What follows belongs to an exercise in optimizing a design on an open flow for small area; a production flow would make more cautious choices. Where RTL was checked, it was by simulation tests only, not by an equivalence proof against the original. The flow treats the clock pin as an ideal source, which a real chip does not have. No activity file was given, so power comes from the tool's default toggle rates.

## the reference run
==> module top_multi_sensor_lcd_uart, before the edit <==
module top_multi_sensor_lcd_uart (
    input  wire        clk,
    input  wire        reset,        
    output wire        I2C_SCLK,
    input  wire        i2c_sda_in,
    output wire        i2c_sda_out,
    output wire        i2c_sda_oe,
    output wire        rs,
    output wire        rw,
    output wire        enable,
    output wire [7:0]  data,
    output wire        uart_tx_pin
);
reg [15:0] tmr;
reg        active_sensor;            
wire       tmr_end = ({tmr[15], tmr[12:0]} == 14'h3FE3);
wire       tmr_fb  = ~(tmr[15] ^ tmr[14] ^ tmr[12] ^ tmr[3]) ^ tmr_end;
always @(posedge clk or negedge reset) begin
    if (!reset) begin
        tmr           <= 16'h7FC6;
        active_sensor <= 1'b0;
    end else begin
        tmr           <= {tmr[14:0], tmr_fb};
        if (tmr_end) active_sensor <= ~active_sensor;
    end
end
reg lcd_run;
always @(posedge clk or negedge reset) begin
    if (!reset) lcd_run <= 1'b0;
    else if (tmr[13] & tmr[12] & tmr[10] & tmr[5] & ~tmr[9] & ~tmr[2] & ~tmr[1] & ~tmr[0])
        lcd_run <= 1'b1;
end
reg [5:0] div50;
wire i2c_step = div50[5] & div50[4] & div50[1];      
always @(posedge clk or negedge reset) begin
    if (!reset)        div50 <= 6'd0;
    else if (i2c_step) div50 <= 6'd1;
    else               div50 <= div50 + 6'd1;
end
wire        ads_valid, lux_valid, lux_load;
wire [6:0]  humidity;
wire [15:0] rx;
wire [15:0] sbuf;
wire        sbuf_load;
reg  [15:0] latched_lux;
reg  [6:0]  latched_hum;
i2c_sensors u_i2c (
    .clk(clk), .reset(reset), .active_sensor(active_sensor),
    .div50(div50), .i2c_step(i2c_step),
    .sda_in(i2c_sda_in), .sclk(I2C_SCLK), .sda_out(i2c_sda_out), .sda_oe(i2c_sda_oe),
    .ads_valid(ads_valid), .humidity(humidity),
    .lux_valid(lux_valid), .lux_load(lux_load), .rx(rx),
    .latched_lux(latched_lux), .sbuf_load(sbuf_load), .sbuf(sbuf)
);
reg lux_seen, hum_seen;
always @(posedge clk or negedge reset) begin
    if (!reset) begin
        lux_seen <= 1'b0;
        hum_seen <= 1'b0;
    end else begin
        if (lux_load)  lux_seen <= 1'b1;
        if (ads_valid) hum_seen <= 1'b1;
    end
end
always @(posedge clk) begin
    if (ads_valid) latched_hum <= humidity;
    if (lux_load)  latched_lux <= rx;
end
uart_logger u_uart (
    .clk(clk), .reset(reset),
    .lux_valid(lux_valid), .sbuf(sbuf), .sbuf_load(sbuf_load),
    .ads_valid(ads_valid), .latched_hum(latched_hum),
    .tx(uart_tx_pin)
);
lcd_display u_lcd (
    .clk(clk), .reset(reset), .lcd_run(lcd_run),
    .number1(hum_seen ? latched_hum : 7'd0), .number2(lux_seen ? latched_lux : 16'd0),
    .rs(rs), .enable(enable), .data(data)
);
assign rw = 1'b0;
endmodule
export LEC_CHECK = 0
export CAP_MARGIN = 20
export CORE_MARGIN = 2
export CORE_UTILIZATION = 40
export CTS_BUF_LIST = sky130_fd_sc_hd__clkbuf_4 sky130_fd_sc_hd__clkbuf_8
export CTS_CLUSTER_DIAMETER = 60
export CTS_CLUSTER_SIZE = 20
export HOLD_SLACK_MARGIN = 0
export SLEW_MARGIN = 20
create_clock -name core_clock -period 20.0 [get_ports {clk}]
standard.sh (not shown) runs the stock make flow with config.mk's settings and CLKGATE_MAP_FILE= SYNTH_SCRIPT=/design/flow/synth_recipe.tcl, a recipe that flattens the netlist after the stock synthesis.
==> flow/flow/run.sh <==
#!/bin/bash
# Own flow: the standard synthesis; then the combinational logic between
# the registers is mapped again by ABC with area-oriented scripts (every
# register instance keeps its name and cell type) and the smallest result is
# kept; then the standard layout steps from the synthesized netlist on,
# with the smallest buffer cell on the ports, a clock tree without dummy loads
# and clock leaf buffers downsized where the clock slew allows.
set -euo pipefail
W=$PWD
R=$W/orfs/results/$FLOW_PLATFORM/top_multi_sensor_lcd_uart/base
LIB=$FLOW_HOME/platforms/$FLOW_PLATFORM/lib/sky130_fd_sc_hd__tt_025C_1v80.lib
YOSYS=$FLOW_HOME/../tools/install/yosys/bin/yosys
[ -x "$YOSYS" ] || YOSYS=yosys

bash standard.sh synth > log_synth_standard.txt 2>&1
cp "$R/1_2_yosys.v" netlist_standard.v

python3 flow/split_lib.py "$LIB" lib_seq.lib lib_comb.lib > log_split_lib.txt 2>&1

resynth() {
  local v=$1
  cat > resynth_$v.ys <<YS
read_liberty -lib lib_seq.lib
read_liberty -ignore_miss_func lib_comb.lib
read_verilog netlist_standard.v
hierarchy -top $FLOW_TOP
flatten
opt -purge
abc -liberty $LIB -script $W/flow/abc_$v.script -dont_use sky130_fd_sc_hd__lpflow_* -dont_use sky130_fd_sc_hd__probe*
opt_clean -purge
splitnets
opt_clean -purge
hilomap -singleton -hicell sky130_fd_sc_hd__conb_1 HI -locell sky130_fd_sc_hd__conb_1 LO
insbuf -buf sky130_fd_sc_hd__buf_4 A X
opt_clean -purge
tee -o resynth_stat_$v.txt stat -liberty $LIB
write_verilog -noattr -noexpr -nohex -nodec netlist_resynth_$v.v
YS
  "$YOSYS" -q resynth_$v.ys > log_resynth_$v.txt 2>&1 || true
}

VARIANTS="base s1 s2 s3 s4 s5 s6 s7 s8 s9 s10 s11 s12"
for v in base s1 s2 s3 s4; do resynth $v & done; wait
for v in s5 s6 s7 s8; do resynth $v & done; wait
for v in s9 s10 s11 s12; do resynth $v & done; wait

best=""; best_area=""
for v in $VARIANTS; do
  [ -s netlist_resynth_$v.v ] || continue
  a=$(awk '/Chip area for module/ {print $NF}' resynth_stat_$v.txt 2>/dev/null || true)
  [ -n "$a" ] || continue
  if [ -z "$best" ] || awk -v x="$a" -v y="$best_area" 'BEGIN{exit !(x<y)}'; then best=$v; best_area=$a; fi
done
echo "resynthesis variant $best, area $best_area" > log_resynth_choice.txt
[ -n "$best" ]

cp netlist_resynth_$best.v "$R/1_2_yosys.v"
rm -f "$R/1_synth.odb" "$R/1_synth.sdc"
export BUFFER_PORTS_ARGS="-buffer_cell sky130_fd_sc_hd__buf_1"
export CTS_ARGS="-sink_clustering_enable -repair_clock_nets -sink_clustering_size 20 -sink_clustering_max_diameter 60 -buf_list {sky130_fd_sc_hd__clkbuf_4 sky130_fd_sc_hd__clkbuf_8} -dont_use_dummy_load"
export POST_CTS_TCL=$W/flow/downsize.tcl
bash standard.sh finish > log_finish.txt 2>&1
Other scripts of this flow, unchanged in this note and not shown: flow/flow/abc_base.script, flow/flow/abc_s1.script, flow/flow/abc_s10.script, flow/flow/abc_s11.script, flow/flow/abc_s12.script, flow/flow/abc_s2.script, flow/flow/abc_s3.script, flow/flow/abc_s4.script, flow/flow/abc_s5.script, flow/flow/abc_s6.script, flow/flow/abc_s7.script, flow/flow/abc_s8.script, flow/flow/abc_s9.script, flow/flow/downsize.tcl, flow/flow/split_lib.py
Setup changes, the reference run to the trial run
--- a/flow/design.v
+++ b/flow/design.v
@@ -1695,20 +1695,15 @@
     .lux_valid(lux_valid), .lux_load(lux_load), .rx(rx),
     .latched_lux(latched_lux), .sbuf_load(sbuf_load), .sbuf(sbuf)
 );
-reg lux_seen, hum_seen;
 always @(posedge clk or negedge reset) begin
     if (!reset) begin
-        lux_seen <= 1'b0;
-        hum_seen <= 1'b0;
+        latched_lux <= 16'd0;
+        latched_hum <= 7'd0;
     end else begin
-        if (lux_load)  lux_seen <= 1'b1;
-        if (ads_valid) hum_seen <= 1'b1;
+        if (ads_valid) latched_hum <= humidity;
+        if (lux_load)  latched_lux <= rx;
     end
 end
-always @(posedge clk) begin
-    if (ads_valid) latched_hum <= humidity;
-    if (lux_load)  latched_lux <= rx;
-end
 uart_logger u_uart (
     .clk(clk), .reset(reset),
     .lux_valid(lux_valid), .sbuf(sbuf), .sbuf_load(sbuf_load),
@@ -1717,7 +1712,7 @@
 );
 lcd_display u_lcd (
     .clk(clk), .reset(reset), .lcd_run(lcd_run),
-    .number1(hum_seen ? latched_hum : 7'd0), .number2(lux_seen ? latched_lux : 16'd0),
+    .number1(latched_hum), .number2(latched_lux),
     .rs(rs), .enable(enable), .data(data)
 );
 assign rw = 1'b0;
- Diff the reference run -> the trial run | power per standard cell area | down slightly
- Summary of the trial run over the reference run: die span in x decreased by about 0.34% relative to the old numbers, post-layout worst setup margin -0.27 ns, hold slack went up, proportion of power drawn by the clock network ~0 delta, register area fell about 3.4%.
- The reference run → the trial run: register fraction of the total cell area lost 1.4 points; number of non-clock inverters in the layout picked up an extra 19; wire length picked up an extra 0.96%; number of clock sinks lost 1.1%; clock skew lost 0.0056 ns.
- Total leakage power on the trial run is behind the reference run.
The RTL of the reference run was laid out without a check of its function.

==> what the ideal ports hide <==
Ports are ideal in the flow. The routed layouts listed here were re-timed in OpenROAD.
Step 1, drivers: a clkbuf_16 drives clk and a buf_2 each remaining input, both assumed.
Step 2 adds t to the input delays and takes it off the output delays; t is the mean of the earliest and latest rising clock arrival at the registers after step 1. Input paths then give back, and output paths get back, about the clock's delay inside the block.
a / b / c = ideal ports / drivers / drivers and shift; a / b = the first two.
run | shift t [ns] | setup slack, ns | hold slack, ns | worst data-port slew with drivers (ns) | cell pins on the clock port's net
the reference run | 0.491 | 13.064 / 13.023 / 13.514 | 0.346 / 0.346 / 0.346 | 0.03 | 1
the trial run | 0.475 | 12.799 / 12.758 / 13.233 | 0.367 / 0.367 / 0.367 | 0.03 | 1
After both steps every run listed still meets setup and hold.
